From an optimization exercise on the open Yosys and OpenROAD flow, aimed at small area, a short achievable clock period and few clock cycles per item; shortcuts taken in it are not production practice.
RTL that was checked went through simulation tests only; none was proved equivalent to the original.
Function not checked in runs 3 to 6: the RTL went through the layout flow alone.

==> flow/design.v <==
module square_root_float (
    input clk, rst,
    input start,
    input [31:0] u,
    output [31:0] out,
    output done, neg_flag
);
    reg        busy;
    reg  [4:0] cnt;          
    reg        hor;          
    reg        cpy;          
    reg  [3:0] shx;          
    reg  [3:0] shy_b;        
    reg        xinv, xcin;   
    reg        yinv;         
    reg        fill;         
    reg [24:0] X;
    reg        X25;
    reg [24:0] Y;
    reg  [7:0] e_out;
    reg        sgn, spec;
    wire [7:0]  E = u[30:23];
    wire [22:0] M = u[22:0];
    wire        m_zero = (M == 23'd0);
    wire        zero = (E == 8'd0) & m_zero;
    wire        one  = E[0] & m_zero;
    wire [8:0]  e_sum = 9'd127 + {1'b0, E};
    always @(posedge clk) begin
        sgn   <= u[31];
        spec  <= zero | one;
        e_out <= zero ? 8'd0 : e_sum[8:1];
    end
    wire [25:0] v  = E[0] ? {3'b001, M} : {2'b01, M, 1'b0};
    wire [25:0] x0 = v + 26'h020_0000;
    wire [25:0] y0 = v - 26'h020_0000;
    wire signed [24:0] y_h  = {fill, Y[24:1]};
    wire        [24:0] x_h  = {X25, X[24:1]};
    wire        [24:0] y_sh = y_h >>> shx;
    wire        [24:0] x_sh = x_h >> (~shy_b);
    wire [25:0] xs = {X, 1'b1} + {y_sh ^ {25{xinv}}, xcin};
    wire [25:0] ys = {Y, 1'b1} + {x_sh ^ {25{yinv}}, yinv};
    wire [24:0] xadd = xs[25:1];
    wire [24:0] yadd = ys[25:1];
    always @(posedge clk) begin
        if (!busy) begin
            X   <= x0[24:0];
            X25 <= x0[25];
            Y   <= y0[24:0];
        end else begin
            X   <= hor ? X : xadd;
            X25 <= 1'b0;
            Y   <= cpy ? xadd : yadd;
        end
    end
    wire fin = (cnt == 5'd27) | ((cnt == 5'd1) & (sgn | spec));
    assign done     = busy & fin;
    assign neg_flag = sgn;
    assign out      = {sgn, e_out, Y[22:0] & {23{~spec}}};
    wire [4:0] cnt_n = busy ? cnt + 5'd1 : 5'd1;
    wire       hor_n = (cnt_n >= 5'd19);
    wire       cpy_n = (cnt_n >= 5'd18);
    reg [3:0] sh_n;
    reg       hinv_n;
    always @(*) begin
        hinv_n = 1'b0;
        case (cnt_n)
            5'd1:  sh_n = 4'd0;    
            5'd2:  sh_n = 4'd1;
            5'd3:  sh_n = 4'd2;
            5'd4:  sh_n = 4'd3;
            5'd5:  sh_n = 4'd3;    
            5'd6:  sh_n = 4'd4;
            5'd7:  sh_n = 4'd5;
            5'd8:  sh_n = 4'd6;
            5'd9:  sh_n = 4'd7;
            5'd10: sh_n = 4'd8;
            5'd11: sh_n = 4'd9;
            5'd12: sh_n = 4'd10;
            5'd13: sh_n = 4'd11;
            5'd14: sh_n = 4'd12;
            5'd15: sh_n = 4'd12;   
            5'd16: sh_n = 4'd13;
            5'd17: sh_n = 4'd14;
            5'd18: sh_n = 4'd15;   
            5'd19: sh_n = 4'd3;    
            5'd20: begin sh_n = 4'd1; hinv_n = 1'b1; end   
            5'd21: begin sh_n = 4'd3; hinv_n = 1'b1; end   
            5'd22: sh_n = 4'd2;    
            5'd23: sh_n = 4'd1;    
            5'd24: begin sh_n = 4'd1; hinv_n = 1'b1; end   
            5'd25: begin sh_n = 4'd1; hinv_n = 1'b1; end   
            default: sh_n = 4'd1;  
        endcase
    end
    wire yneg_n = busy & yadd[24];
    always @(posedge clk) begin
        hor   <= hor_n;
        cpy   <= cpy_n;
        shx   <= sh_n;
        shy_b <= ~sh_n;
        xinv  <= hor_n ? hinv_n : ~yneg_n;
        xcin  <= ~hor_n & ~yneg_n;
        yinv  <= ~yneg_n;
        fill  <= ~hor_n & yneg_n;
    end
    always @(posedge clk, posedge rst) begin
        if (rst) begin
            busy <= 1'b0;
            cnt  <= 5'd0;
        end else begin
            cnt <= cnt_n;
            if (!busy)
                busy <= start;
            else if (fin)
                busy <= 1'b0;
        end
    end
endmodule
==> flow/flow/run.sh <==
#!/bin/bash
# Standard ORFS layout (the standard.sh, unchanged synthesis), with the
# timing repair after floorplan, CTS and global routing asked to leave a
# setup slack margin, so that it sizes and buffers the critical paths.
set -euo pipefail
bash standard.sh SETUP_SLACK_MARGIN=7 finish > standard.log 2>&1
==> flow/standard.sh <==
#!/bin/bash
# synth_recipe.tcl (not shown) runs the flow's synth.tcl, then flattens the netlist and writes it again
# the make line also repeats each setting of config.mk as NAME=value (left out here)
make -C /OpenROAD-flow-scripts/flow DESIGN_CONFIG=/design/flow/config.mk WORK_HOME=/design/flow/orfs CLKGATE_MAP_FILE= SYNTH_SCRIPT=/design/flow/synth_recipe.tcl "${@:-finish}"
==> flow/config.mk <==
export PLATFORM = sky130hd
export DESIGN_NAME = square_root_float
export DESIGN_NICKNAME = square_root_float
export VERILOG_FILES = /design/flow/design.v
export SDC_FILE = /design/flow/constraint.sdc
export NUM_CORES = 4
export LEC_CHECK = 0
export CAP_MARGIN = 50
export CORE_MARGIN = 2
export CORE_UTILIZATION = 40
export SLEW_MARGIN = 70
==> flow/constraint.sdc <==
create_clock -name core_clock -period 11.0 [get_ports {clk}]
set_input_delay 2.2000 -clock core_clock [delete_from_list [all_inputs] [get_ports {clk}]]
set_output_delay 2.2000 -clock core_clock [all_outputs]
set_load 0.01 [all_outputs]
==> key figures, run 1 <==
Clock tree
  – TritonCTS Buffers: 9
  – Clock-pin slew on the worst setup and hold paths: 80 ps
  – H-tree depth: 3
  – Root buf cell: clkbuf_16
  – Sink Count: 81
  – Max clock buf depth: 2
  – TritonCTS clock tree: built
  – Clock latency (worst-skew pair): 350 ps

Place
  – Dpl cell area: 9920 um2
  – Routability cong.: 0.9515
  – Port Buffer Count: 68
  – Detailed Place HPWL: 22.32 mm

Worst hold path
  – Hold Path Origin: cnt[0]$_DFF_PP0_
  – HP Class: flop to flop

Finish
  – Nets: 1,282
  – Filler cell count in the final layout: 2,078
  – Final Instance Area: around 11,000 um2
  – Share of cells above drive strength 1: 21.03%
  – Area growth syn-to-layout: 27.01%
  – Ant. Diodes: 0

Die
  – Core area: about 22,000 um2
  – Row count: 54
  – Die area: 23,550 um2
  – Top-Level Pins: 69
  – Initial core utilization: between 40% and 50%
  – Die Wd: 153.5 um
  – Die H: about 150 um

STA
  – Clock Skew: about 11 ps
  – Tcrit/Tclk final: 38.01%
  – Final min period: roughly 4200 ps
  – Setup TNS: 0 ps
  – Max-slew violation total from the final report: 0
  – Final Setup Violations: 0
  – Fmax: 239.2 MHz
  – Fin. Hold Viols: 0
  – Max_slew headroom: roughly two thirds
  – RSZ-0062 raised after global routing: true
  – Worst slew pin tran: 491.9 ps

Critical path
  – Crit-path slowest cell: mux4_2
  – Worst-path cell chain: mux4_2, mux4_2, xor2_1, ha_1, a211oi_2, o21ai_2, a32o_2, a221o_2, a31oi_4, o311ai_0, a31oi_1, a211oi_1
  – Worst Path Max Fanout: 5
  – Kind of critical path: flop to flop
  – Crit path launch: X[15]$_DFFE_PP_
  – CP delay by family, top: compound AO/OA/AOI/OAI gates
  – Crit path buf inv count: 0
  – CP startpoint kind: flop
  – CP arrival: 4410 ps
  – R2r startpoint: X[15]$_DFFE_PP_
  – Crit-path max cell delay: 540 ps
  – CP endpoint kind: flop
  – Worst path required time: roughly 11,000 ps
  – Most frequent CP cell: mux4_2

Synthesis
  – Synth area leader: dfxtp_1
  – #FFs+latches synth: a little over 80
  – Sequential cell area fraction in the yosys report: 21.28%
  – Post-synth EDFFs: 25
  – Synth Net Count: 1,220
  – Avg Inst Size Synth: 8.001 um2
  – Ys Warns: 1
  – Synth Instances: 1,117
  – Mapped Area: 8937 um2
  – Share of the synthesized area in the top cell type: between 10% and 20%
  – Synth unique cells: 76
  – Ys flop type: dfxtp_1
  – Async set-reset flop share out of synthesis: 7.407%
  – Top post-synthesis cells by area: dfxtp_1 11%, ha_1 9.4%, edfxtp_1 8.4%

Detailed routing
  – DR vias: 8,659
  – Total Wirelength: between 30 and 40 mm
  – Via density: 5.915
  – Antenna Nets Post-Route: 0
  – Initial drt markers: 593
  – DRC Markers: 0
  – Routed len/inst: between 20 and 25 um
  – DR pass1 iterations: 5

Global routing
  – Total GRT Usage: 24.65%
  – Vias in the first global route: 7,985
  – Antenna violations before repair: 0
  – Largest net degree at the start of global routing: 39
  – Global-route wire length before repair: 45.51 mm
  – Grt ovf: 0

Status
  – Status: finished clean

Flow run
  – Max_cap viols: 0
metal layers:
metal | routed length (um) | vias up | track usage, %
met5 | 0 | - | 0
met4 | 587 | 0 | 5.679
met3 | 2062 | 34 | 3.374
met2 | 13400 | 295 | 38.22
met1 | 14160 | 4141 | 36.31
li1 | - | 4189 | -
per-stage QoR:
stage	setup slack [ps]	instances	hold WS [ps]	util (%)
floorplan	7034	1117	566.6	-
global placement	6124	1409	608.6	44.70
detailed placement	6364	1410	626.1	45.31
CTS	6907	1453	627.5	49.65
global route	6713	1464	731.5	51.85
finish	6819	1464	681.2	51.85
registers in the layout, indices dropped and copies added (netlist names), 4 cells and up:
register	flops
X	25
Y	25
e_out	8
cnt	5
shx	4
shy_b	4
cell type report:
class / instances / area, um2 / area share, %
multi-input cells: 931 / 7413 / 65.31
inverters: 40 / 163.9 / 1.444
well taps: 280 / 350.3 / 3.086
clock buffers: 9 / 225.2 / 1.984
repair buffers: 116 / 1212 / 10.68
clock inverters: 7 / 52.55 / 0.4630
flip-flops and latches: 81 / 1933 / 17.03
cell usage in the layout, fill, tap and decap left out, types with 13 or more instances in the layout:
| cell | count |
|---|---|
| ha_1 | 59 |
| a211oi_1 | 21 |
| a21oi_2 | 13 |
| inv_1 | 32 |
| nor2_1 | 75 |
| nand2_1 | 97 |
| clkdlybuf4s50_1 | 67 |
| o21ai_0 | 54 |
| nor3_1 | 16 |
| mux2_2 | 18 |
| a21o_1 | 20 |
| nor2b_1 | 38 |
| a21oi_1 | 80 |
| edfxtp_1 | 25 |
| xor2_1 | 23 |
| mux2i_1 | 48 |
| nand3_1 | 24 |
| o21ai_1 | 18 |
| buf_4 | 32 |
| dfxtp_1 | 40 |
| xnor2_1 | 61 |
logic make-up (layout without fill, tap and decap cells):
logic type | count (synthesis) | in the layout | synth area share, %
AO/OA/AOI/OAI | 337 | 337 | 24.12
XOR/XNOR | 101 | 101 | 9.898
adder cells (fa/ha/maj) | 68 | 68 | 9.604
buffers and inverters | 105 | 172 | 4.550
flip-flops | 81 | 81 | 21.28
multiplexers | 99 | 99 | 13.15
AND/OR/NAND/NOR | 326 | 326 | 17.40
cells in the mapped netlist, drive strengths merged (24+ instances only):
| cell type | number |
|---|---|
| a211oi | 31 |
| a21oi | 96 |
| clkbuf | 56 |
| dfxtp | 50 |
| edfxtp | 25 |
| ha | 67 |
| inv | 38 |
| mux2 | 25 |
| mux2i | 63 |
| nand2 | 99 |
| nand3 | 24 |
| nor2 | 79 |
| nor2b | 40 |
| o21ai | 83 |
| xnor2 | 72 |
| xor2 | 29 |
final timing paths:
check	slack, ps	cells past startpoint	endpoint
max reg2reg	6820	12	Y[20]$_DFF_P_
min	680	1	cnt[0]$_DFF_PP0_
min in group asynchronous	2080	2	cnt[2]$_DFF_PP0_
max in group asynchronous	8690	2	busy$_DFF_PP0_
min reg2reg	680	1	cnt[0]$_DFF_PP0_
max	6820	12	Y[20]$_DFF_P_
what timing repair did:
action                     4_1_cts  5_1_grt
resized for setup              102       76
setup buffers                   22       11
hold buffers                     0        0
cloned                           5        0
setup endpoints to repair       30       41
pin swaps                       40       50
Testbench counts, summed over its fixed seeds: cycles 44,800, items 1,600.
==> inputs of run 2 (changes only) <==
--- a/flow/flow/run.sh
+++ b/flow/flow/run.sh
@@ -4,3 +4,3 @@
 # setup slack margin, so that it sizes and buffers the critical paths.
 set -euo pipefail
-bash standard.sh SETUP_SLACK_MARGIN=7 finish > standard.log 2>&1
+bash standard.sh SETUP_SLACK_MARGIN=6.3 finish > standard.log 2>&1
==> key figures, run 2 <==
Status
  – Status: finished clean

Finish
  – Area growth syn-to-layout: 15.53%
  – Fin util: 47.17% (-4.7 points)
  – Largest regs: X: 25 flops, Y: 25 flops, e_out: 8 flops
  – Most frequent cells in the layout: 98 x nand2_1, 94 x a21oi_1, 77 x nor2_1
  – Nets: 1,245 (-2.9%)
  – Share of cells above drive strength 1: 10.11% (-11 points)
  – Ant. Diodes: 0 (unchanged)
  – Commonest non-fill, non-tap cell in the layout: nand2_1

Clock tree
  – Post-CTS Setup Bufs: 0 (-100%)
  – Clock-pin slew on the worst setup and hold paths: 70 ps (about the same)
  – Max clock buf depth: 2 (unchanged)
  – H-tree depth: 3 (unchanged)
  – Sink Count: 81 (unchanged)
  – Clock latency (worst-skew pair): 350 ps (about the same)
  – Root buf cell: clkbuf_16
  – TritonCTS Buffers: 9 (unchanged)
  – TritonCTS clock tree: built

Place
  – Routability cong.: 1.015 (+6.6%)
  – Detailed Place HPWL: 22.16 mm (-0.72%)
  – Port Buffer Count: 68 (unchanged)

Critical path
  – CP startpoint kind: flop
  – Crit-path max cell delay: 600 ps (+60 ps)
  – CP arrival: 2290 ps (-2120 ps)
  – Crit-path slowest cell: clkdlybuf4s50_1
  – R2R depth: 13 (+1)
  – R2r startpoint: shy_b[0]$_DFF_P_
  – FF-to-FF End: Y[22]$_DFF_P_
  – Worst-path cell chain: buf_8, clkinv_2, a211oi_1, clkdlybuf4s50_1
  – Worst Path Max Fanout: 31 (+26)
  – CP endpoint kind: output pin
  – R2r setup slk: 6520 ps (-300 ps)
  – Kind of critical path: flop to output pin
  – Worst path required time: 8800 ps (-2420 ps)

Detailed routing
  – DR vias: 8,431 (-2.6%)
  – Routed len/inst: 19.68 um (-4.6%)
  – Antenna Nets Post-Route: 0 (unchanged)
  – Total Wirelength: 28.08 mm (-7.1%)
  – DRC Markers: 0 (unchanged)
  – DR pass1 iterations: 5 (unchanged)
  – Via density: 5.908 (-0.11%)
  – Initial drt markers: 632 (+6.6%)

Global routing
  – Total GRT Usage: 23.36% (-1.3 points)
  – Vias in the first global route: 7,764 (-2.8%)
  – Antenna violations before repair: 0 (unchanged)
  – Grt ovf: 0 (unchanged)
  – Largest net degree at the start of global routing: 70 (+79%)
  – Global-route wire length before repair: 43.55 mm (-4.3%)

STA
  – Final min period: 4489 ps (+307.3 ps)
  – Max_slew headroom: 66.65% (-0.22 points)
  – Fmax: 222.8 MHz (-6.8%)
  – Worst slew pin tran: 496.7 ps (+4.871 ps)
  – Final Setup Violations: 0 (unchanged)
  – Setup TNS: 0 ps (unchanged)
  – Tcrit/Tclk final: 40.81% (+2.8 points)
  – Fin. Hold Viols: 0 (unchanged)
  – Clock Skew: 14.16 ps (+3.032 ps)
  – RSZ-0062 raised after global routing: false
  – Max-slew violation total from the final report: 0 (unchanged)

Worst hold path
  – HP Class: flop to flop
  – Hold path depth: 2 (+1)
  – Worst hold endpoint: busy$_DFF_PP0_
  – Hold Path Origin: cnt[2]$_DFF_PP0_

Die
  – Initial core utilization: 40.83% (unchanged)
  – Core area: 21,890 um2 (unchanged)
  – Die Wd: 153.5 um (unchanged)
  – Row count: 54 (unchanged)
  – Die area: 23,550 um2 (unchanged)
  – Die H: 153.5 um (unchanged)
  – Top-Level Pins: 69 (unchanged)

Synthesis
  – Share of the synthesized area in the top cell type: 11.20% (unchanged)
  – Synth unique cells: 76 (unchanged)
  – Avg Inst Size Synth: 8.001 um2 (unchanged)
  – Synth area leader: dfxtp_1
  – Commonest cells in the netlist: 99 x nand2_1, 95 x a21oi_1, 81 x o21ai_0, 79 x nor2_1, 72 x xnor2_1
  – Synth Net Count: 1,220 (unchanged)
  – Synth Instances: 1,117 (unchanged)
  – Async set-reset flop share out of synthesis: 7.407% (unchanged)
  – Post-synth EDFFs: 25 (unchanged)
  – Mapped Area: 8937 um2 (unchanged)
  – Top post-synthesis cells by area: dfxtp_1 11%, ha_1 9.4%, edfxtp_1 8.4%
  – Sequential cell area fraction in the yosys report: 21.28% (unchanged)
  – #FFs+latches synth: 81 (unchanged)
  – Ys flop type: dfxtp_1
  – Ys Warns: 1 (unchanged)
  – Most numerous cell in the Yosys netlist: nand2_1

Flow run
  – Max_cap viols: 0 (unchanged)
run 2: changes by cell type in the layout (fill, tap and decap cells not counted), moves of 11 or more:
cell / previous run / this run
a21oi_2: 13 / 2
o21ai_1: 18 / 7
mux2i_1: 48 / 62
a21oi_1: 80 / 94
buf_4: 32 / 5
o21ai_0: 54 / 75
run 2: metal layers:
layer | vias to the layer above | wire length, um | part of all wire, % | GRT usage (%)
met5 | - | 0 | 0 | 0
met2 | 241 | 12200 | 43 | 35.40
met1 | 4040 | 13580 | 48 | 34.51
met4 | 0 | 551 | 2.0 | 5.941
met3 | 26 | 1747 | 6.2 | 3.714
li1 | 4124 | - | - | -
run 2: cell families (layout without fill, tap and decap cells):
logic type / Yosys count / count (layout) / share of synthesized area [%]
AOI/OAI and AO/OA: 337 / 337 / 24.12
and+or+nand+nor: 326 / 326 / 17.40
buffers and inverters: 105 / 135 / 4.550
xor gates and xnor gates: 101 / 101 / 9.898
muxes: 99 / 99 / 13.15
DFF: 81 / 81 / 21.28
adders and majority gates: 68 / 68 / 9.604
run 2: critical path: cells and delay by family (launching register included):
kind	cells	cell delay (ps)
AOI/OAI and AO/OA	1	410
buffers and inverters	3	1160
DFF	1	360
run 2: layout make-up:
cell class | count | area (um2)
sequential | 81 | 1918
timing repair buffer | 79 | 807.0
inverter | 40 | 157.7
multi-input combinational | 931 | 6805
clock inverter | 6 | 47.55
clock buffer | 10 | 239.0
tap | 280 | 350.3
fill | 2213 | 11570
run 2: repair_timing:
| item | 4_1_cts | 5_1_grt |
|---|---|---|
| hold buffers | 0 | 0 |
| pin swaps | 0 | 0 |
| endpoints found under the setup margin | 5 | 9 |
| gates resized for setup | 2 | 8 |
run 2: how the worst max path moves through the flow:
stage,slack (ps),from,end
after global routing,6310,shy_b[0]$_DFF_P_,Y[22]$_DFF_P_
after floorplan,6760,shx[1]$_DFF_P_,X[21]$_DFFE_PP_
after detailed placement,6220,shy_b[0]$_DFF_P_,Y[24]$_DFF_P_
final,6510,busy$_DFF_PP0_,done
after CTS,6390,busy$_DFF_PP0_,done
after global placement,6050,shx[0]$_DFF_P_,X[21]$_DFFE_PP_
run 2: through the flow:
step                setup WS, ps  hold WS [ps]  instance area, um2  std cells
global route                6307         706.8               10320       1427
global placement            6047         609.8                9788       1410
CTS                         6389         646.6               10200       1426
floorplan                   6756         566.6                8937       1117
finish                      6511         635.1               10320       1427
detailed placement          6225         627.7                9905       1410
==> inputs of run 3 (changes only) <==
--- a/flow/design.v
+++ b/flow/design.v
@@ -10,9 +10,10 @@
     reg        hor;          
     reg        cpy;          
-    reg  [3:0] shx;          
-    reg  [3:0] shy_b;        
-    reg        xinv, xcin;   
-    reg        yinv;         
-    reg        fill;         
+    reg  [3:0] shx_a, shx_b;    
+    reg  [3:0] shy_a, shy_b;    
+    reg        xinv_a, xinv_b;  
+    reg        xcin;            
+    reg        yinv_a, yinv_b;  
+    reg        fill;            
     reg [24:0] X;
     reg        X25;
@@ -36,8 +37,14 @@
     wire signed [24:0] y_h  = {fill, Y[24:1]};
     wire        [24:0] x_h  = {X25, X[24:1]};
-    wire        [24:0] y_sh = y_h >>> shx;
-    wire        [24:0] x_sh = x_h >> (~shy_b);
-    wire [25:0] xs = {X, 1'b1} + {y_sh ^ {25{xinv}}, xcin};
-    wire [25:0] ys = {Y, 1'b1} + {x_sh ^ {25{yinv}}, yinv};
+    wire        [24:0] y_sh_a = y_h >>> shx_a;
+    wire        [24:0] y_sh_b = y_h >>> (~shx_b);
+    wire        [24:0] x_sh_a = x_h >> shy_a;
+    wire        [24:0] x_sh_b = x_h >> (~shy_b);
+    wire        [24:0] y_sh = {y_sh_a[24:12], y_sh_b[11:0]};
+    wire        [24:0] x_sh = {x_sh_a[24:12], x_sh_b[11:0]};
+    wire        [24:0] xmask = {{13{xinv_a}}, {12{~xinv_b}}};
+    wire        [24:0] ymask = {{13{yinv_a}}, {12{~yinv_b}}};
+    wire [25:0] xs = {X, 1'b1} + {y_sh ^ xmask, xcin};
+    wire [25:0] ys = {Y, 1'b1} + {x_sh ^ ymask, yinv_a};
     wire [24:0] xadd = xs[25:1];
     wire [24:0] yadd = ys[25:1];
@@ -97,10 +104,14 @@
         hor   <= hor_n;
         cpy   <= cpy_n;
-        shx   <= sh_n;
-        shy_b <= ~sh_n;
-        xinv  <= hor_n ? hinv_n : ~yneg_n;
-        xcin  <= ~hor_n & ~yneg_n;
-        yinv  <= ~yneg_n;
-        fill  <= ~hor_n & yneg_n;
+        shx_a  <= sh_n;
+        shx_b  <= ~sh_n;
+        shy_a  <= sh_n;
+        shy_b  <= ~sh_n;
+        xinv_a <= hor_n ? hinv_n : ~yneg_n;
+        xinv_b <= hor_n ? ~hinv_n : yneg_n;
+        xcin   <= ~hor_n & ~yneg_n;
+        yinv_a <= ~yneg_n;
+        yinv_b <= yneg_n;
+        fill   <= ~hor_n & yneg_n;
     end
     always @(posedge clk, posedge rst) begin
==> flow/run.sh (new file) <==
#!/bin/bash
# synth_recipe.tcl (not shown) runs the flow's synth.tcl, then flattens the netlist and writes it again
# the make line also repeats each setting of config.mk as NAME=value (left out here)
make -C /OpenROAD-flow-scripts/flow DESIGN_CONFIG=/design/flow/config.mk WORK_HOME=/design/flow/orfs CLKGATE_MAP_FILE= SYNTH_SCRIPT=/design/flow/synth_recipe.tcl finish
--- a/flow/config.mk
+++ b/flow/config.mk
@@ -6,6 +6,6 @@
 export NUM_CORES = 4
 export LEC_CHECK = 0
-export CAP_MARGIN = 50
+export CAP_MARGIN = 20
 export CORE_MARGIN = 2
 export CORE_UTILIZATION = 40
-export SLEW_MARGIN = 70
+export SLEW_MARGIN = 20
removed: flow/flow/run.sh
removed: flow/standard.sh
==> key figures, run 3 <==
Status
  – Status: finished clean

Die
  – Top-Level Pins: 69 (unchanged)
  – Die area: 25,300 um2 (+7.4%)
  – Die Wd: 159.1 um (+3.6%)
  – Die H: 159.1 um (+3.6%)
  – Core area: 23,540 um2 (+7.5%)
  – Row count: 56 (+3.7%)
  – Initial core utilization: 40.86% (about the same)

STA
  – Setup TNS: 0 ps (unchanged)
  – Clock Skew: 12.39 ps (-1.773 ps)
  – Max-slew violation total from the final report: 0 (unchanged)
  – Tcrit/Tclk final: 47.66% (+6.9 points)
  – Max_slew headroom: 36.35% (-30 points)
  – Final Setup Violations: 0 (unchanged)
  – Final min period: 5242 ps (+753.6 ps)
  – RSZ-0062 raised after global routing: false
  – Fmax: 190.8 MHz (-14%)
  – Worst slew pin tran: 953.7 ps (+457.0 ps)
  – Fin. Hold Viols: 0 (unchanged)

Finish
  – Commonest non-fill, non-tap cell in the layout: a21oi_1
  – Area growth syn-to-layout: 12.60%
  – Largest regs: X: 25 flops, Y: 25 flops, e_out: 8 flops
  – Share of cells above drive strength 1: 10.63% (+0.51 points)
  – Most frequent cells in the layout: 113 x a21oi_1, 97 x nor2_1, 74 x nand2_1
  – Nets: 1,266 (+1.7%)
  – Final Non-Filler Cells: 1,486 (+4.1%)
  – Ant. Diodes: 0 (unchanged)

Place
  – Routability cong.: 0.8968 (-12%)
  – Detailed Place HPWL: 24.66 mm (+11%)
  – Port Buffer Count: 68 (unchanged)
  – Placed Cells: 1,470 (+4.3%)

Synthesis
  – Share of the synthesized area in the top cell type: 10.82% (-0.38 points)
  – Avg Inst Size Synth: 8.423 um2 (+5.3%)
  – Most numerous cell in the Yosys netlist: a21oi_1
  – Ys flop type: dfxtp_1
  – Async set-reset flop share out of synthesis: 7.229% (-0.18 points)
  – Synth Net Count: 1,246 (+2.1%)
  – Post-synth EDFFs: 25 (unchanged)
  – Sequential cell area fraction in the yosys report: 20.19% (-1.1 points)
  – #FFs+latches synth: 83 (+2.5%)
  – Mapped Area: 9619 um2 (+7.6%)
  – Ys Warns: 1 (unchanged)
  – Synth Instances: 1,142 (+2.2%)
  – Top post-synthesis cells by area: dfxtp_1 11%, mux4_2 9.8%, ha_1 8.7%
  – Synth area leader: dfxtp_1
  – Synth unique cells: 72 (-5.3%)
  – Commonest cells in the netlist: 113 x a21oi_1, 97 x nor2_1, 74 x nand2_1, 68 x xnor2_1, 67 x ha_1

Detailed routing
  – DR pass1 iterations: 5 (unchanged)
  – Antenna Nets Post-Route: 0 (unchanged)
  – Via density: 6.057 (+2.5%)
  – DRC Markers: 0 (unchanged)
  – Routed len/inst: 21.78 um (+11%)
  – Total Wirelength: 32.37 mm (+15%)
  – Initial drt markers: 988 (+56%)
  – DR vias: 9,001 (+6.8%)

Clock tree
  – Clock latency (worst-skew pair): 350 ps (about the same)
  – TritonCTS Buffers: 9 (unchanged)
  – Root buf cell: clkbuf_16
  – H-tree depth: 3 (unchanged)
  – Post-CTS Setup Bufs: 0 (unchanged)
  – Hold_buf cts: 0 (unchanged)
  – Max clock buf depth: 2 (unchanged)
  – Post-cts resize count: 0 (-2)
  – Sink Count: 83 (+2.5%)
  – Clock-pin slew on the worst setup and hold paths: 70 ps (about the same)
  – TritonCTS clock tree: built

Worst hold path
  – Worst hold endpoint: busy$_DFF_PP0_
  – HP Class: flop to flop
  – Hold Path Origin: cnt[2]$_DFF_PP0_
  – Hold path depth: 2 (unchanged)

Critical path
  – CP endpoint kind: flop
  – R2r startpoint: shy_b[1]$_DFF_P_
  – R2r setup slk: 5760 ps (-760 ps)
  – CP startpoint kind: flop
  – CP arrival: 5500 ps (+3210 ps)
  – Worst Path Max Fanout: 50 (+61%)
  – Kind of critical path: flop to flop
  – Worst path required time: 11,260 ps (+2460 ps)
  – FF-to-FF End: Y[19]$_DFF_P_
  – Crit path launch: shy_b[1]$_DFF_P_
  – R2R depth: 16 (+3)

Global routing
  – Largest net degree at the start of global routing: 68 (-2.9%)
  – Total GRT Usage: 24.98% (+1.6 points)
  – Antenna violations before repair: 0 (unchanged)
  – Grt ovf: 0 (unchanged)
  – Global-route wire length before repair: 49.28 mm (+13%)
  – Vias in the first global route: 8,444 (+8.8%)

Flow run
  – Max_cap viols: 0 (unchanged)
-- run 3: cell types whose count changed in the layout (fill, tap and decap cells not counted), moves of 7 or more --
| cell | delta |
|---|---|
| a211oi_1 | +10 |
| a21oi_1 | +19 |
| and2_1 | +8 |
| buf_4 | +7 |
| mux2i_1 | -17 |
| mux4_2 | +34 |
| nand2_1 | -24 |
| nor2_1 | +20 |
| nor2b_1 | +8 |
| o21ai_0 | -16 |
-- run 3: per-layer routing --
layer,wire length [um],vias up,global-route usage (%)
li1,-,4244,-
met1,14300,4309,35.19
met2,14190,392,38.28
met3,2946,56,5.470
met4,928,0,7.562
met5,0,-,0
-- run 3: how the worst max path moves through the flow --
stage	cells past startpoint	slack, ps	endpoint
2_1_floorplan	7	6930	X[22]$_DFFE_PP_
4_1_cts	16	5920	Y[19]$_DFF_P_
5_1_grt	16	5350	Y[19]$_DFF_P_
3_5_place_dp	16	5940	Y[19]$_DFF_P_
3_3_place_gp	14	6050	xinv_a$_DFF_P_
6_report	16	5760	Y[19]$_DFF_P_
-- run 3: logic make-up after synthesis --
group	count (synthesis)	share of synthesized area, %
multiplexers	115	17.79
buffers and inverters	110	4.748
AND/OR/NAND/NOR	331	16.68
AO/OA/AOI/OAI	333	22.27
XOR/XNOR	101	9.196
adder cells (fa/ha/maj)	69	9.131
flip-flops	83	20.19
-- run 3: through the flow --
stage | utilization (%) | setup WS, ps | area (um2) | hold WS (ps)
4_1_cts | 46.01 | 5917 | 10830 | 665.7
2_1_floorplan | - | 6932 | 9619 | 552.6
3_5_place_dp | 44.53 | 5941 | 10480 | 645.3
3_3_place_gp | 44.53 | 6050 | 10480 | 637.3
5_1_grt | 46.01 | 5349 | 10830 | 714.6
6_report | 46.01 | 5758 | 10830 | 655.6
-- run 3: cell type report --
cell class | count | area [um2]
clock inverters | 7 | 123.9
clock buffers | 9 | 225.2
flip-flops and latches | 83 | 1946
multi-input cells | 949 | 7221
inverters | 39 | 146.4
well taps | 319 | 399.1
repair buffers | 80 | 770.7
fillers | 2343 | 12710
-- run 3: worst max-delay path, stage by stage (launching register included) --
cell	delay [ps]
dfxtp_2	920
inv_1	710
nor3_1	350
a21oi_1	100
mux2_2	320
o21ai_0	200
xor2_1	250
inv_1	90
fa_1	380
nand2b_1	200
a21oi_1	250
o21ai_1	210
o21a_1	250
o21ai_0	290
a21oi_1	170
xor2_1	180
a221oi_1	280
==> inputs of run 4 (changes only) <==
--- a/flow/design.v
+++ b/flow/design.v
@@ -1,2 +1,31 @@
+module adder #(
+    parameter W = 25
+) (
+    input  [W - 1 : 0] a, b,
+    input              cin,
+    output [W - 1 : 0] s
+);
+    localparam L = $clog2(W);
+    wire [W - 1 : 0] p0 = a ^ b;
+    wire [W - 1 : 0] g  [0 : L];
+    wire [W - 1 : 0] p  [0 : L];
+    assign g[0] = {a[W - 1 : 1] & b[W - 1 : 1], (a[0] & b[0]) | (p0[0] & cin)};
+    assign p[0] = p0;
+    genvar l, i;
+    generate
+        for (l = 0; l < L; l = l + 1) begin : lvl
+            for (i = 0; i < W; i = i + 1) begin : col
+                if ((i >> l) % 2 == 1) begin : cmb
+                    assign g[l + 1][i] = g[l][i] | (p[l][i] & g[l][((i >> l) << l) - 1]);
+                    assign p[l + 1][i] = p[l][i] & p[l][((i >> l) << l) - 1];
+                end else begin : thru
+                    assign g[l + 1][i] = g[l][i];
+                    assign p[l + 1][i] = p[l][i];
+                end
+            end
+        end
+    endgenerate
+    assign s = p0 ^ {g[L][W - 2 : 0], cin};
+endmodule
 module square_root_float (
     input clk, rst,
@@ -10,10 +39,7 @@
     reg        hor;          
     reg        cpy;          
-    reg  [3:0] shx_a, shx_b;    
-    reg  [3:0] shy_a, shy_b;    
-    reg        xinv_a, xinv_b;  
-    reg        xcin;            
-    reg        yinv_a, yinv_b;  
-    reg        fill;            
+    reg  [3:0] sh;           
+    reg        xinv, xcin;   
+    reg        fill;         
     reg [24:0] X;
     reg        X25;
@@ -37,16 +63,9 @@
     wire signed [24:0] y_h  = {fill, Y[24:1]};
     wire        [24:0] x_h  = {X25, X[24:1]};
-    wire        [24:0] y_sh_a = y_h >>> shx_a;
-    wire        [24:0] y_sh_b = y_h >>> (~shx_b);
-    wire        [24:0] x_sh_a = x_h >> shy_a;
-    wire        [24:0] x_sh_b = x_h >> (~shy_b);
-    wire        [24:0] y_sh = {y_sh_a[24:12], y_sh_b[11:0]};
-    wire        [24:0] x_sh = {x_sh_a[24:12], x_sh_b[11:0]};
-    wire        [24:0] xmask = {{13{xinv_a}}, {12{~xinv_b}}};
-    wire        [24:0] ymask = {{13{yinv_a}}, {12{~yinv_b}}};
-    wire [25:0] xs = {X, 1'b1} + {y_sh ^ xmask, xcin};
-    wire [25:0] ys = {Y, 1'b1} + {x_sh ^ ymask, yinv_a};
-    wire [24:0] xadd = xs[25:1];
-    wire [24:0] yadd = ys[25:1];
+    wire        [24:0] y_sh = y_h >>> sh;
+    wire        [24:0] x_sh = x_h >> sh;
+    wire [24:0] xadd, yadd;
+    adder #(.W(25)) X_Adder (.a(X), .b(y_sh ^ {25{xinv}}), .cin(xcin), .s(xadd));
+    adder #(.W(25)) Y_Adder (.a(Y), .b(x_sh ^ {25{xinv}}), .cin(xinv), .s(yadd));
     always @(posedge clk) begin
         if (!busy) begin
@@ -104,14 +123,8 @@
         hor   <= hor_n;
         cpy   <= cpy_n;
-        shx_a  <= sh_n;
-        shx_b  <= ~sh_n;
-        shy_a  <= sh_n;
-        shy_b  <= ~sh_n;
-        xinv_a <= hor_n ? hinv_n : ~yneg_n;
-        xinv_b <= hor_n ? ~hinv_n : yneg_n;
-        xcin   <= ~hor_n & ~yneg_n;
-        yinv_a <= ~yneg_n;
-        yinv_b <= yneg_n;
-        fill   <= ~hor_n & yneg_n;
+        sh    <= sh_n;
+        xinv  <= hor_n ? hinv_n : ~yneg_n;
+        xcin  <= ~hor_n & ~yneg_n;
+        fill  <= ~hor_n & yneg_n;
     end
     always @(posedge clk, posedge rst) begin
==> flow/flow/run.sh (new file) <==
#!/bin/bash
# Standard ORFS layout (the standard.sh, unchanged synthesis), with the
# timing repair after floorplan, CTS and global routing asked to leave a
# setup slack margin, so that it sizes and buffers the critical paths.
set -euo pipefail
bash standard.sh SETUP_SLACK_MARGIN=6.3 finish > standard.log 2>&1
==> flow/standard.sh (new file) <==
#!/bin/bash
# synth_recipe.tcl (not shown) runs the flow's synth.tcl, then flattens the netlist and writes it again
# the make line also repeats each setting of config.mk as NAME=value (left out here)
make -C /OpenROAD-flow-scripts/flow DESIGN_CONFIG=/design/flow/config.mk WORK_HOME=/design/flow/orfs CLKGATE_MAP_FILE= SYNTH_SCRIPT=/design/flow/synth_recipe.tcl "${@:-finish}"
--- a/flow/config.mk
+++ b/flow/config.mk
@@ -6,6 +6,6 @@
 export NUM_CORES = 4
 export LEC_CHECK = 0
-export CAP_MARGIN = 20
+export CAP_MARGIN = 50
 export CORE_MARGIN = 2
 export CORE_UTILIZATION = 40
-export SLEW_MARGIN = 20
+export SLEW_MARGIN = 70
removed: flow/run.sh
==> key figures, run 4 <==
Status
  – Status: finished clean

Synthesis
  – Ys Warns: 2 (+1)
  – Commonest cells in the netlist: 101 x nand2_1, 85 x a21oi_1, 78 x nor2_1, 60 x ha_1, 58 x xnor2_1
  – Ys flop type: dfxtp_1
  – Largest family of logic cells by synthesized area: compound AO/OA/AOI/OAI gates
  – Synth area leader: dfxtp_1
  – Mapped Area: 8173 um2 (-15%)
  – Simple-gate share of the synthesized area: 17.73% (+1.1 points)
  – Post-synth EDFFs: 25 (unchanged)
  – Synth Instances: 985 (-14%)
  – Adder-cell share of the synthesized area: 11.88% (+2.7 points)
  – Sequential cell area fraction in the yosys report: 22.05% (+1.9 points)
  – Synth Net Count: 1,091 (-12%)
  – Async set-reset flop share out of synthesis: 7.895% (+0.67 points)
  – Most numerous cell in the Yosys netlist: nand2_1
  – Top post-synthesis cells by area: dfxtp_1 11%, edfxtp_1 9.2%, ha_1 9.2%
  – Synth unique cells: 76 (+5.6%)
  – #FFs+latches synth: 76 (-8.4%)
  – Avg Inst Size Synth: 8.297 um2 (-1.5%)
  – Post-synthesis mux area share: 13.50% (-4.3 points)
  – Compound-cell area share of the yosys netlist: 19.84% (-2.4 points)
  – Share of the synthesized area in the top cell type: 11.02% (+0.20 points)
  – Synth Area in XOR/XNOR: 10.07% (+0.88 points)

Detailed routing
  – DRC Markers: 0 (unchanged)
  – DR pass1 iterations: 5 (unchanged)
  – Antenna Nets Post-Route: 0 (unchanged)
  – Via density: 5.656 (-6.6%)
  – Total Wirelength: 24.04 mm (-26%)
  – Routed len/inst: 18.56 um (-15%)
  – Initial drt markers: 544 (-45%)
  – DR vias: 7,325 (-19%)

Place
  – Placed Cells: 1,273 (-13%)
  – Dpl cell area: 9150 um2 (-13%)
  – Routability cong.: 0.9250 (+3.1%)
  – Detailed Place HPWL: 18.87 mm (-23%)
  – Port Buffer Count: 68 (unchanged)

STA
  – Fmax: 225.8 MHz (+18%)
  – Fin. Hold Viols: 0 (unchanged)
  – Max-slew violation total from the final report: 0 (unchanged)
  – Max_slew headroom: 70.37% (+34 points)
  – Worst slew pin tran: 441.3 ps (-512.4 ps)
  – Setup TNS: 0 ps (unchanged)
  – Clock Skew: 11.66 ps (-0.7280 ps)
  – Tcrit/Tclk final: 40.26% (-7.4 points)
  – Final Setup Violations: 0 (unchanged)
  – RSZ-0062 raised after global routing: false
  – Final min period: 4429 ps (-813.6 ps)

Clock tree
  – Clock latency (worst-skew pair): 350 ps (about the same)
  – TritonCTS clock tree: built
  – TritonCTS Buffers: 9 (unchanged)
  – Max clock buf depth: 2 (unchanged)
  – H-tree depth: 3 (unchanged)
  – Sink Count: 76 (-8.4%)
  – Clock-pin slew on the worst setup and hold paths: 60 ps (about the same)
  – Root buf cell: clkbuf_16

Die
  – Die Wd: 146.9 um (-7.6%)
  – Top-Level Pins: 69 (unchanged)
  – Die area: 21,590 um2 (-15%)
  – Core area: 20,170 um2 (-14%)
  – Die H: 146.9 um (-7.6%)
  – Initial core utilization: 40.52% (-0.34 points)
  – Row count: 52 (-7.1%)

Worst hold path
  – HP Class: flop to flop

Finish
  – Total area of sequential cells: 1813 um2 (-6.8%)
  – Fin util: 47.59% (+1.6 points)
  – Filler cell count in the final layout: 2,038 (-13%)
  – Commonest non-fill, non-tap cell in the layout: nand2_1
  – Final Non-Filler Cells: 1,295 (-13%)
  – Share of cells above drive strength 1: 10.83% (+0.20 points)
  – Multi-input gate area: 6048 um2 (-16%)
  – Final Instance Area: 9599 um2 (-11%)
  – Most frequent cells in the layout: 100 x nand2_1, 84 x a21oi_1, 78 x nor2_1
  – Nets: 1,127 (-11%)
  – Ant. Diodes: 0 (unchanged)
  – Largest regs: X: 25 flops, Y: 25 flops, e_out: 8 flops
  – Area growth syn-to-layout: 17.45%

Critical path
  – Crit-path max cell delay: 560 ps (-360 ps)
  – CP endpoint kind: flop
  – CP startpoint kind: flop
  – Kind of critical path: flop to flop
  – Most frequent CP cell: a21oi_1
  – Worst-path cell chain: clkbuf_8, mux4_2, nand2_1, o21ai_0, a21oi_1, mux2i_1, fa_1, nor2b_2, o2111ai_2, and3_4, o211ai_4, a21oi_1, or3_1, and2_0, a211o_1
  – Worst path required time: 11,240 ps (-20 ps)
  – CP arrival: 4670 ps (-830 ps)
  – Crit-path slowest cell: mux4_2
  – Worst Path Max Fanout: 44 (-12%)

Global routing
  – Global-route wire length before repair: 37.43 mm (-24%)
  – Vias in the first global route: 6,780 (-20%)
  – Total GRT Usage: 22.30% (-2.7 points)
  – Largest net degree at the start of global routing: 63 (-7.4%)
  – Grt ovf: 0 (unchanged)
  – Antenna violations before repair: 0 (unchanged)

Flow run
  – Max_cap viols: 0 (unchanged)
-- run 4: cell count changes after synthesis, sizes merged, moves of 10 or more --
cell	before	now
mux4	42	16
xnor2	68	58
nand2	74	101
a21oi	118	86
nand3	21	10
nor3	24	14
mux2	28	18
nor2	97	78
-- run 4: kinds of logic (layout without fill, tap and decap cells) --
logic type | count (synthesis) | after routing
AND/OR/NAND/NOR | 303 | 303
XOR/XNOR | 94 | 94
multiplexers | 88 | 88
adder cells (fa/ha/maj) | 71 | 71
buffers and inverters | 101 | 141
flip-flops | 76 | 76
AO/OA/AOI/OAI | 252 | 252
-- run 4: layer usage --
metal | track usage, % | routed length (um) | vias to the layer above
met3 | 4.410 | 1951 | 33
met2 | 32.32 | 9740 | 276
li1 | - | - | 3589
met5 | 0 | 0 | -
met1 | 33.28 | 11830 | 3427
met4 | 7.019 | 517 | 0
-- run 4: area by class of cell --
cell class                 instances  area share, %
timing repair buffer              87          9.750
clock inverter                     4         0.4823
sequential                        76          18.89
multi-input combinational        808          63.01
inverter                          39          1.603
clock buffer                      11          2.750
tap                              270          3.519
-- run 4: path summary, 6_finish.rpt --
kind | startpoint | end | slack (ps) | cells after the start
setup / recovery | sh[0]$_DFF_P_ | Y[24]$_DFF_P_ | 6570 | 15
hold / removal | cnt[2]$_DFF_PP0_ | busy$_DFF_PP0_ | 630 | 2
setup reg to reg | sh[0]$_DFF_P_ | Y[24]$_DFF_P_ | 6570 | 15
hold reg to reg | cnt[2]$_DFF_PP0_ | busy$_DFF_PP0_ | 630 | 2
max in group asynchronous | rst | busy$_DFF_PP0_ | 8740 | 2
min in group asynchronous | rst | cnt[3]$_DFF_PP0_ | 2060 | 2
-- run 4: critical path: cells and delay by family, from the launching register on --
family          cells  cell delay (ps)
compound gates      6             1390
mux                 2              720
simple gates        5             1120
fa+ha+maj           1              420
buf+inv             1              330
flops               1              320
-- run 4: per-stage QoR --
step | worst slack (ps) | hold slack (ps)
6_report | 6571 | 631.7
4_1_cts | 6441 | 636.8
3_5_place_dp | 6463 | 618.3
2_1_floorplan | 6748 | 602.5
3_3_place_gp | 6291 | 610.5
5_1_grt | 6310 | 689.8
-- run 4: timing repair --
action	in CTS	in global routing
setup endpoints to repair	0	21
setup buffers	0	4
resized for setup	0	8
hold buffers	0	0
endpoints found under the hold margin	0	0
==> inputs of run 5 (changes only) <==
--- a/flow/design.v
+++ b/flow/design.v
@@ -43,5 +43,4 @@
     reg        fill;         
     reg [24:0] X;
-    reg        X25;
     reg [24:0] Y;
     reg  [7:0] e_out;
@@ -58,9 +57,11 @@
         e_out <= zero ? 8'd0 : e_sum[8:1];
     end
-    wire [25:0] v  = E[0] ? {3'b001, M} : {2'b01, M, 1'b0};
-    wire [25:0] x0 = v + 26'h020_0000;
-    wire [25:0] y0 = v - 26'h020_0000;
+    wire [24:0] c_odd  = {3'b001, M[22:1]} + {24'd0, M[0]};
+    wire [24:0] c_even = {2'b01, M};
+    wire [24:0] c  = E[0] ? c_odd : c_even;
+    wire [24:0] x1 = {c[24:20] + 5'd3, c[19:0]};
+    wire [24:0] y1 = {c[24:20] - 5'd3, c[19:0]};
     wire signed [24:0] y_h  = {fill, Y[24:1]};
-    wire        [24:0] x_h  = {X25, X[24:1]};
+    wire        [24:0] x_h  = {1'b0, X[24:1]};
     wire        [24:0] y_sh = y_h >>> sh;
     wire        [24:0] x_sh = x_h >> sh;
@@ -70,20 +71,18 @@
     always @(posedge clk) begin
         if (!busy) begin
-            X   <= x0[24:0];
-            X25 <= x0[25];
-            Y   <= y0[24:0];
+            X   <= x1;
+            Y   <= y1;
         end else begin
             X   <= hor ? X : xadd;
-            X25 <= 1'b0;
             Y   <= cpy ? xadd : yadd;
         end
     end
-    wire fin = (cnt == 5'd27) | ((cnt == 5'd1) & (sgn | spec));
+    wire fin = (cnt == 5'd26) | ((cnt == 5'd1) & (sgn | spec));
     assign done     = busy & fin;
     assign neg_flag = sgn;
     assign out      = {sgn, e_out, Y[22:0] & {23{~spec}}};
     wire [4:0] cnt_n = busy ? cnt + 5'd1 : 5'd1;
-    wire       hor_n = (cnt_n >= 5'd19);
-    wire       cpy_n = (cnt_n >= 5'd18);
+    wire       hor_n = (cnt_n >= 5'd18);
+    wire       cpy_n = (cnt_n >= 5'd17);
     reg [3:0] sh_n;
     reg       hinv_n;
@@ -91,29 +90,28 @@
         hinv_n = 1'b0;
         case (cnt_n)
-            5'd1:  sh_n = 4'd0;    
-            5'd2:  sh_n = 4'd1;
-            5'd3:  sh_n = 4'd2;
-            5'd4:  sh_n = 4'd3;
-            5'd5:  sh_n = 4'd3;    
-            5'd6:  sh_n = 4'd4;
-            5'd7:  sh_n = 4'd5;
-            5'd8:  sh_n = 4'd6;
-            5'd9:  sh_n = 4'd7;
-            5'd10: sh_n = 4'd8;
-            5'd11: sh_n = 4'd9;
-            5'd12: sh_n = 4'd10;
-            5'd13: sh_n = 4'd11;
+            5'd1: sh_n = 4'd1;    
+            5'd2: sh_n = 4'd2;
+            5'd3: sh_n = 4'd3;
+            5'd4: sh_n = 4'd3;    
+            5'd5: sh_n = 4'd4;
+            5'd6: sh_n = 4'd5;
+            5'd7: sh_n = 4'd6;
+            5'd8: sh_n = 4'd7;
+            5'd9: sh_n = 4'd8;
+            5'd10: sh_n = 4'd9;
+            5'd11: sh_n = 4'd10;
+            5'd12: sh_n = 4'd11;
+            5'd13: sh_n = 4'd12;    
             5'd14: sh_n = 4'd12;
-            5'd15: sh_n = 4'd12;   
-            5'd16: sh_n = 4'd13;
-            5'd17: sh_n = 4'd14;
-            5'd18: sh_n = 4'd15;   
-            5'd19: sh_n = 4'd3;    
-            5'd20: begin sh_n = 4'd1; hinv_n = 1'b1; end   
-            5'd21: begin sh_n = 4'd3; hinv_n = 1'b1; end   
-            5'd22: sh_n = 4'd2;    
-            5'd23: sh_n = 4'd1;    
+            5'd15: sh_n = 4'd13;
+            5'd16: sh_n = 4'd14;
+            5'd17: sh_n = 4'd15;    
+            5'd18: sh_n = 4'd3;    
+            5'd19: begin sh_n = 4'd1; hinv_n = 1'b1; end   
+            5'd20: begin sh_n = 4'd3; hinv_n = 1'b1; end   
+            5'd21: sh_n = 4'd2;    
+            5'd22: sh_n = 4'd1;    
+            5'd23: begin sh_n = 4'd1; hinv_n = 1'b1; end   
             5'd24: begin sh_n = 4'd1; hinv_n = 1'b1; end   
-            5'd25: begin sh_n = 4'd1; hinv_n = 1'b1; end   
             default: sh_n = 4'd1;  
         endcase
==> key figures, run 5 <==
Clock tree
  – Clock-pin slew on the worst setup and hold paths: 60 ps (about the same)
  – Hold_buf cts: 0 (unchanged)
  – Sink Count: 75 (-1.3%)
  – Root buf cell: clkbuf_16
  – TritonCTS Buffers: 9 (unchanged)
  – Max clock buf depth: 2 (unchanged)
  – TritonCTS clock tree: built
  – Clock latency (worst-skew pair): 350 ps (about the same)
  – H-tree depth: 3 (unchanged)

Synthesis
  – Synth Net Count: 1,141 (+4.6%)
  – Adder-cell share of the synthesized area: 11.46% (-0.42 points)
  – Sequential cell area fraction in the yosys report: 21.03% (-1.0 points)
  – Simple-gate share of the synthesized area: 18.27% (+0.54 points)
  – Synth Area in XOR/XNOR: 10.03% (-0.044 points)
  – Compound-cell area share of the yosys netlist: 21.92% (+2.1 points)
  – Async set-reset flop share out of synthesis: 8.000% (+0.11 points)
  – Commonest cells in the netlist: 113 x nand2_1, 84 x a21oi_1, 79 x nor2_1, 63 x xnor2_1, 61 x o21ai_0
  – #FFs+latches synth: 75 (-1.3%)
  – Post-synth EDFFs: 25 (unchanged)
  – Largest family of logic cells by synthesized area: compound AO/OA/AOI/OAI gates
  – Avg Inst Size Synth: 8.184 um2 (-1.4%)
  – Post-synthesis mux area share: 12.47% (-1.0 points)
  – Share of the synthesized area in the top cell type: 10.40% (-0.62 points)
  – Ys flop type: dfxtp_1
  – Mapped Area: 8471 um2 (+3.6%)
  – Ys Warns: 2 (unchanged)
  – Synth Instances: 1,035 (+5.1%)
  – Synth area leader: dfxtp_1
  – Synth unique cells: 81 (+6.6%)
  – Top post-synthesis cells by area: dfxtp_1 10%, edfxtp_1 8.9%, ha_1 8.9%
  – Most numerous cell in the Yosys netlist: nand2_1

Critical path
  – CP arrival: 4600 ps (-70 ps)
  – Worst path required time: 11,090 ps (-150 ps)
  – Worst-path cell chain: clkdlybuf4s50_1, nand3_2, or3_4, or4_4, o221ai_2, inv_1, ha_1, xnor2_1, nor2_1, a21oi_1
  – CP endpoint kind: flop
  – Crit-path max cell delay: 580 ps (+20 ps)
  – CP startpoint kind: input port
  – Kind of critical path: input port to flop
  – Worst Path Max Fanout: 6 (-86%)
  – Crit-path slowest cell: clkdlybuf4s50_1

Global routing
  – Antenna violations before repair: 0 (unchanged)
  – Largest net degree at the start of global routing: 49 (-22%)
  – Total GRT Usage: 23.19% (+0.89 points)
  – Vias in the first global route: 7,378 (+8.8%)
  – Grt ovf: 0 (unchanged)
  – Global-route wire length before repair: 40.09 mm (+7.1%)

Finish
  – Most frequent cells in the layout: 112 x nand2_1, 82 x a21oi_1, 76 x nor2_1
  – Largest regs: X: 25 flops, Y: 25 flops, e_out: 8 flops
  – Final Instance Area: 10,010 um2 (+4.2%)
  – Area growth syn-to-layout: 18.12%
  – Fin util: 47.90% (+0.31 points)
  – Commonest non-fill, non-tap cell in the layout: nand2_1
  – Share of cells above drive strength 1: 10.53% (-0.30 points)
  – Nets: 1,184 (+5.1%)

Detailed routing
  – Antenna Nets Post-Route: 0 (unchanged)
  – Routed len/inst: 18.74 um (+0.96%)
  – Via density: 5.738 (+1.4%)
  – Total Wirelength: 25.47 mm (+5.9%)
  – Initial drt markers: 603 (+11%)
  – DR pass1 iterations: 5 (unchanged)
  – DR vias: 7,798 (+6.5%)
  – DRC Markers: 0 (unchanged)

STA
  – Final Setup Violations: 0 (unchanged)
  – Tcrit/Tclk final: 41.07% (+0.81 points)
  – Fin. Hold Viols: 0 (unchanged)
  – Clock Skew: 10.07 ps (-1.595 ps)
  – Setup TNS: 0 ps (unchanged)
  – Max-slew violation total from the final report: 0 (unchanged)
  – Max_slew headroom: 72.19% (+1.8 points)
  – Worst slew pin tran: 405.6 ps (-35.72 ps)
  – Final min period: 4518 ps (+89.36 ps)
  – RSZ-0062 raised after global routing: true
  – Fmax: 221.3 MHz (-2.0%)

Place
  – Detailed Place HPWL: 19.64 mm (+4.1%)
  – Routability cong.: 0.9300 (+0.54%)
  – Port Buffer Count: 68 (unchanged)
  – Dpl cell area: 9533 um2 (+4.2%)

Die
  – Top-Level Pins: 69 (unchanged)
  – Row count: 53 (+1.9%)
  – Core area: 20,890 um2 (+3.6%)
  – Die H: 149.5 um (+1.8%)
  – Die Wd: 149.5 um (+1.8%)
  – Die area: 22,360 um2 (+3.5%)
  – Initial core utilization: 40.55% (about the same)

Flow run
  – Max_cap viols: 0 (unchanged)

Worst hold path
  – HP Class: flop to flop

Status
  – Status: finished clean
-- run 5: layout make-up --
class                   instances  area, um2
clock buffers                  13      271.5
multi-input cells             860       6401
flip-flops and latches         75       1790
clock inverters                 3      43.79
diodes                          1      2.502
well taps                     275      344.1
fillers                      2034      10880
repair buffers                 91      993.5
inverters                      41      158.9
-- run 5: path summary, 6_finish.rpt --
| path | endpoint | slack [ps] | start | cells after the start |
|---|---|---|---|---|
| max in group asynchronous | busy$_DFF_PP0_ | 8720 | rst | 2 |
| worst max-delay path | X[22]$_DFFE_PP_ | 6480 | u[15] | 10 |
| worst min register to register | busy$_DFF_PP0_ | 630 | cnt[2]$_DFF_PP0_ | 2 |
| worst min-delay path | busy$_DFF_PP0_ | 630 | cnt[2]$_DFF_PP0_ | 2 |
| worst max register to register | Y[17]$_DFF_P_ | 6520 | sh[1]$_DFF_P_ | 17 |
| min in group asynchronous | cnt[0]$_DFF_PP0_ | 2070 | rst | 2 |
-- run 5: timing repair --
action / 4_1_cts / 5_1_grt
setup endpoints to repair: 0 / 25
resized for setup: 0 / 12
buffers inserted: 0 / 4
-- run 5: kinds of logic (layout without fill, tap and decap cells) --
group                    count (synthesis)  after routing
multiplexers                            79             79
other                                    0              1
buffers and inverters                  100            148
adder cells (fa/ha/maj)                 71             71
flip-flops                              75             75
AO/OA/AOI/OAI                          291            291
XOR/XNOR                                97             97
AND/OR/NAND/NOR                        322            322
-- run 5: metal layers --
metal | share of wire (%) | vias to the layer above | global-route usage (%) | wire [um]
met2 | 42 | 270 | 34.91 | 10800
met1 | 48 | 3672 | 33.71 | 12200
met5 | 0 | - | 0 | 0
li1 | - | 3824 | - | -
met3 | 7.8 | 32 | 4.634 | 1997
met4 | 1.8 | 0 | 6.190 | 465
-- run 5: worst max-delay path: cells and delay by family --
family          cells  cell delay, ps
xor+xnor            1             130
simple gates        4            1210
buf+inv             2             660
compound gates      2             170
fa+ha+maj           1             230
-- run 5: per-stage QoR --
step                setup slack [ps]  std cells  hold slack [ps]
floorplan                       6801       1035            589.8
global placement                6018       1330            615.2
detailed placement              5964       1335            616.1
CTS                             6337       1351            633.4
global route                    6182       1358            695.6
finish                          6482       1359            634.8
==> inputs of run 6 (changes only) <==
--- a/flow/design.v
+++ b/flow/design.v
@@ -1,31 +1,2 @@
-module adder #(
-    parameter W = 25
-) (
-    input  [W - 1 : 0] a, b,
-    input              cin,
-    output [W - 1 : 0] s
-);
-    localparam L = $clog2(W);
-    wire [W - 1 : 0] p0 = a ^ b;
-    wire [W - 1 : 0] g  [0 : L];
-    wire [W - 1 : 0] p  [0 : L];
-    assign g[0] = {a[W - 1 : 1] & b[W - 1 : 1], (a[0] & b[0]) | (p0[0] & cin)};
-    assign p[0] = p0;
-    genvar l, i;
-    generate
-        for (l = 0; l < L; l = l + 1) begin : lvl
-            for (i = 0; i < W; i = i + 1) begin : col
-                if ((i >> l) % 2 == 1) begin : cmb
-                    assign g[l + 1][i] = g[l][i] | (p[l][i] & g[l][((i >> l) << l) - 1]);
-                    assign p[l + 1][i] = p[l][i] & p[l][((i >> l) << l) - 1];
-                end else begin : thru
-                    assign g[l + 1][i] = g[l][i];
-                    assign p[l + 1][i] = p[l][i];
-                end
-            end
-        end
-    endgenerate
-    assign s = p0 ^ {g[L][W - 2 : 0], cin};
-endmodule
 module square_root_float (
     input clk, rst,
@@ -39,6 +10,8 @@
     reg        hor;          
     reg        cpy;          
-    reg  [3:0] sh;           
+    reg  [3:0] shx;          
+    reg  [3:0] shy_b;        
     reg        xinv, xcin;   
+    reg        yinv;         
     reg        fill;         
     reg [24:0] X;
@@ -64,9 +37,10 @@
     wire signed [24:0] y_h  = {fill, Y[24:1]};
     wire        [24:0] x_h  = {1'b0, X[24:1]};
-    wire        [24:0] y_sh = y_h >>> sh;
-    wire        [24:0] x_sh = x_h >> sh;
-    wire [24:0] xadd, yadd;
-    adder #(.W(25)) X_Adder (.a(X), .b(y_sh ^ {25{xinv}}), .cin(xcin), .s(xadd));
-    adder #(.W(25)) Y_Adder (.a(Y), .b(x_sh ^ {25{xinv}}), .cin(xinv), .s(yadd));
+    wire        [24:0] y_sh = y_h >>> shx;
+    wire        [24:0] x_sh = x_h >> (~shy_b);
+    wire [25:0] xs = {X, 1'b1} + {y_sh ^ {25{xinv}}, xcin};
+    wire [25:0] ys = {Y, 1'b1} + {x_sh ^ {25{yinv}}, yinv};
+    wire [24:0] xadd = xs[25:1];
+    wire [24:0] yadd = ys[25:1];
     always @(posedge clk) begin
         if (!busy) begin
@@ -121,7 +95,9 @@
         hor   <= hor_n;
         cpy   <= cpy_n;
-        sh    <= sh_n;
+        shx   <= sh_n;
+        shy_b <= ~sh_n;
         xinv  <= hor_n ? hinv_n : ~yneg_n;
         xcin  <= ~hor_n & ~yneg_n;
+        yinv  <= ~yneg_n;
         fill  <= ~hor_n & yneg_n;
     end
==> key figures, run 6 <==
Detailed routing
  – Total Wirelength: 28.21 mm (+11%)
  – Via density: 5.837 (+1.7%)
  – Initial drt markers: 644 (+6.8%)
  – Antenna Nets Post-Route: 0 (unchanged)
  – Routed len/inst: 19.19 um (+2.4%)
  – DR pass1 iterations: 5 (unchanged)
  – DR vias: 8,581 (+10%)
  – DRC Markers: 0 (unchanged)

STA
  – Max_slew headroom: 70.34% (-1.8 points)
  – Fmax: 214.9 MHz (-2.9%)
  – Setup TNS: 0 ps (unchanged)
  – Tcrit/Tclk final: 42.30% (+1.2 points)
  – Final Setup Violations: 0 (unchanged)
  – Fin. Hold Viols: 0 (unchanged)
  – Worst slew pin tran: 440.3 ps (+34.69 ps)
  – Clock Skew: 9.860 ps (-0.2072 ps)
  – Max-slew violation total from the final report: 0 (unchanged)
  – Final min period: 4653 ps (+134.9 ps)
  – RSZ-0062 raised after global routing: true

Synthesis
  – Top post-synthesis cells by area: dfxtp_1 11%, ha_1 9.9%, edfxtp_1 8.2%
  – Ys Warns: 1 (-1)
  – Share of the synthesized area in the top cell type: 10.75% (+0.35 points)
  – Post-synth EDFFs: 25 (unchanged)
  – Sequential cell area fraction in the yosys report: 20.63% (-0.41 points)
  – Async set-reset flop share out of synthesis: 7.500% (-0.50 points)
  – Avg Inst Size Synth: 7.926 um2 (-3.2%)
  – Synth unique cells: 75 (-7.4%)
  – Commonest cells in the netlist: 114 x nand2_1, 98 x a21oi_1, 88 x nor2_1, 81 x o21ai_0, 74 x xnor2_1
  – Mapped Area: 9122 um2 (+7.7%)
  – Synth Instances: 1,151 (+11%)
  – Most numerous cell in the Yosys netlist: nand2_1
  – Synth area leader: dfxtp_1
  – Ys flop type: dfxtp_1
  – Synth Net Count: 1,259 (+10%)
  – #FFs+latches synth: 80 (+6.7%)

Global routing
  – Total GRT Usage: 23.44% (+0.25 points)
  – Antenna violations before repair: 0 (unchanged)
  – Grt ovf: 0 (unchanged)
  – Global-route wire length before repair: 44.00 mm (+9.8%)
  – Vias in the first global route: 7,948 (+7.7%)
  – Largest net degree at the start of global routing: 68 (+39%)

Die
  – Die H: 155.0 um (+3.7%)
  – Top-Level Pins: 69 (unchanged)
  – Row count: 55 (+3.8%)
  – Core area: 22,500 um2 (+7.7%)
  – Initial core utilization: 40.54% (about the same)
  – Die area: 24,030 um2 (+7.5%)
  – Die Wd: 155.0 um (+3.7%)

Finish
  – Area growth syn-to-layout: 16.20%
  – Nets: 1,288 (+8.8%)
  – Commonest non-fill, non-tap cell in the layout: nand2_1
  – Most frequent cells in the layout: 114 x nand2_1, 94 x a21oi_1, 85 x nor2_1
  – Ant. Diodes: 0 (-1)
  – Share of cells above drive strength 1: 9.789% (-0.74 points)
  – Largest regs: X: 25 flops, Y: 25 flops, e_out: 8 flops
  – Final Non-Filler Cells: 1,470 (+8.2%)

Clock tree
  – Root buf cell: clkbuf_16
  – Clock latency (worst-skew pair): 360 ps (about the same)
  – Hold_buf cts: 0 (unchanged)
  – Max clock buf depth: 2 (unchanged)
  – TritonCTS Buffers: 9 (unchanged)
  – Sink Count: 80 (+6.7%)
  – H-tree depth: 3 (unchanged)
  – TritonCTS clock tree: built
  – Clock-pin slew on the worst setup and hold paths: 60 ps (about the same)

Worst hold path
  – HP Class: flop to flop
  – Hold path depth: 2 (unchanged)

Place
  – Placed Cells: 1,448 (+8.5%)
  – Port Buffer Count: 68 (unchanged)
  – Detailed Place HPWL: 22.49 mm (+15%)
  – Routability cong.: 0.9627 (+3.5%)

Status
  – Status: finished clean

Critical path
  – CP arrival: 4950 ps (+350 ps)
  – CP startpoint kind: input port
  – Worst Path Max Fanout: 8 (+2)
  – Kind of critical path: input port to flop
  – Worst path required time: 11,300 ps (+210 ps)
  – R2R depth: 16 (-1)
  – CP endpoint kind: flop

Flow run
  – Max_cap viols: 0 (unchanged)
[run 6: cell families (layout without fill, tap and decap cells)]
family          count (synthesis)  count (layout)  share of synthesized area (%)
flops                          80              80                          20.63
mux                            92              92                          11.64
simple gates                  336             336                          17.43
buf+inv                       107             141                          4.746
fa+ha+maj                      73              73                          10.09
xor+xnor                      110             110                          10.56
compound gates                353             353                          24.89
[run 6: critical path, stage by stage]
cell	delay [ps]
clkdlybuf4s50_1	620
and4_4	300
nand3_4	110
buf_12	170
nor4_4	340
a21oi_1	110
a211o_1	350
ha_2	220
nor4_2	270
a21oi_1	60
a21bo_2	200
[run 6: cell type report]
type,count,area (um2)
Clock buffer,12,257.7
Clock inverter,4,27.53
Fill cell,2215,11900
Inverter,41,158.9
Multi-Input combinational cell,964,7027
Sequential cell,80,1897
Tap cell,285,356.6
Timing Repair Buffer,84,875.8
[run 6: final timing paths]
kind | from | to | slack, ps
min in group asynchronous | rst | cnt[4]$_DFF_PP0_ | 2040
max in group asynchronous | rst | busy$_DFF_PP0_ | 8760
worst min register to register | cnt[2]$_DFF_PP0_ | busy$_DFF_PP0_ | 630
worst max register to register | shx[1]$_DFF_P_ | Y[11]$_DFF_P_ | 6540
worst min-delay path | cnt[2]$_DFF_PP0_ | busy$_DFF_PP0_ | 630
worst max-delay path | u[4] | Y[24]$_DFF_P_ | 6350
[run 6: what timing repair did]
action	4_1_cts	5_1_grt
setup buffers	0	4
setup endpoints to repair	8	13
gates resized for setup	10	30
pin swaps	2	9
[run 6: per-stage QoR]
step | instance area (um2) | utilization (%) | setup WS [ps] | hold WS [ps]
detailed placement | 10050 | 44.67 | 5639 | 623.3
finish | 10600 | 47.11 | 6347 | 630.6
floorplan | 9123 | - | 6421 | 564.0
global route | 10600 | 47.11 | 6273 | 691.8
global placement | 9957 | 44.25 | 5693 | 616.9
CTS | 10380 | 46.11 | 6358 | 638.6
[run 6: layer usage]
metal	vias up	wire, um	global-route usage [%]
met4	0	369	5.379
met1	4035	13880	34.61
li1	4245	-	-
met3	26	1677	2.897
met5	-	0	0
met2	275	12280	36.42

separate check: timing with driven ports:
In the flow no input, the clock included, has a driving cell. The finished layouts below were timed again as built, in two steps.
Step 1 assumes that a clkbuf_16 drives the clock port and a buf_2 every other input.
Step 2 moves the port delays by t, midway between the first and last clock arrival at a register: inputs arrive t later, outputs are due t later. That takes back most of the time a late clock gives input paths.
Three values: no drivers, after step 1, after step 2; two values: the first two.
| run | t (ns) | setup slack, ns | hold WS [ns] | clock arrival spread, ns | worst register clock-pin slew, ns |
|---|---|---|---|---|---|
| run 1 | 0.386 | 6.819 / 6.819 / 6.752 | 0.681 / 0.681 / 0.681 | 0.011 / 0.011 | 0.08 / 0.08 |
| run 2 | 0.385 | 6.511 / 6.469 / 6.517 | 0.635 / 0.635 / 0.635 | 0.014 / 0.014 | 0.07 / 0.07 |
| run 3 | 0.386 | 5.758 / 5.758 / 5.758 | 0.656 / 0.656 / 0.656 | 0.013 / 0.012 | 0.07 / 0.07 |
| run 4 | 0.389 | 6.571 / 6.571 / 6.571 | 0.632 / 0.632 / 0.632 | 0.012 / 0.012 | 0.07 / 0.07 |
| run 5 | 0.386 | 6.482 / 6.501 / 6.115 | 0.635 / 0.635 / 0.635 | 0.010 / 0.010 | 0.06 / 0.06 |
| run 6 | 0.403 | 6.347 / 6.369 / 5.965 | 0.631 / 0.631 / 0.631 | 0.011 / 0.011 | 0.07 / 0.07 |
After both steps setup and hold are still met in every run listed. For run 6, which loses most, drivers alone change the setup slack by +0.022 ns; drivers and shift together by -0.382 ns.
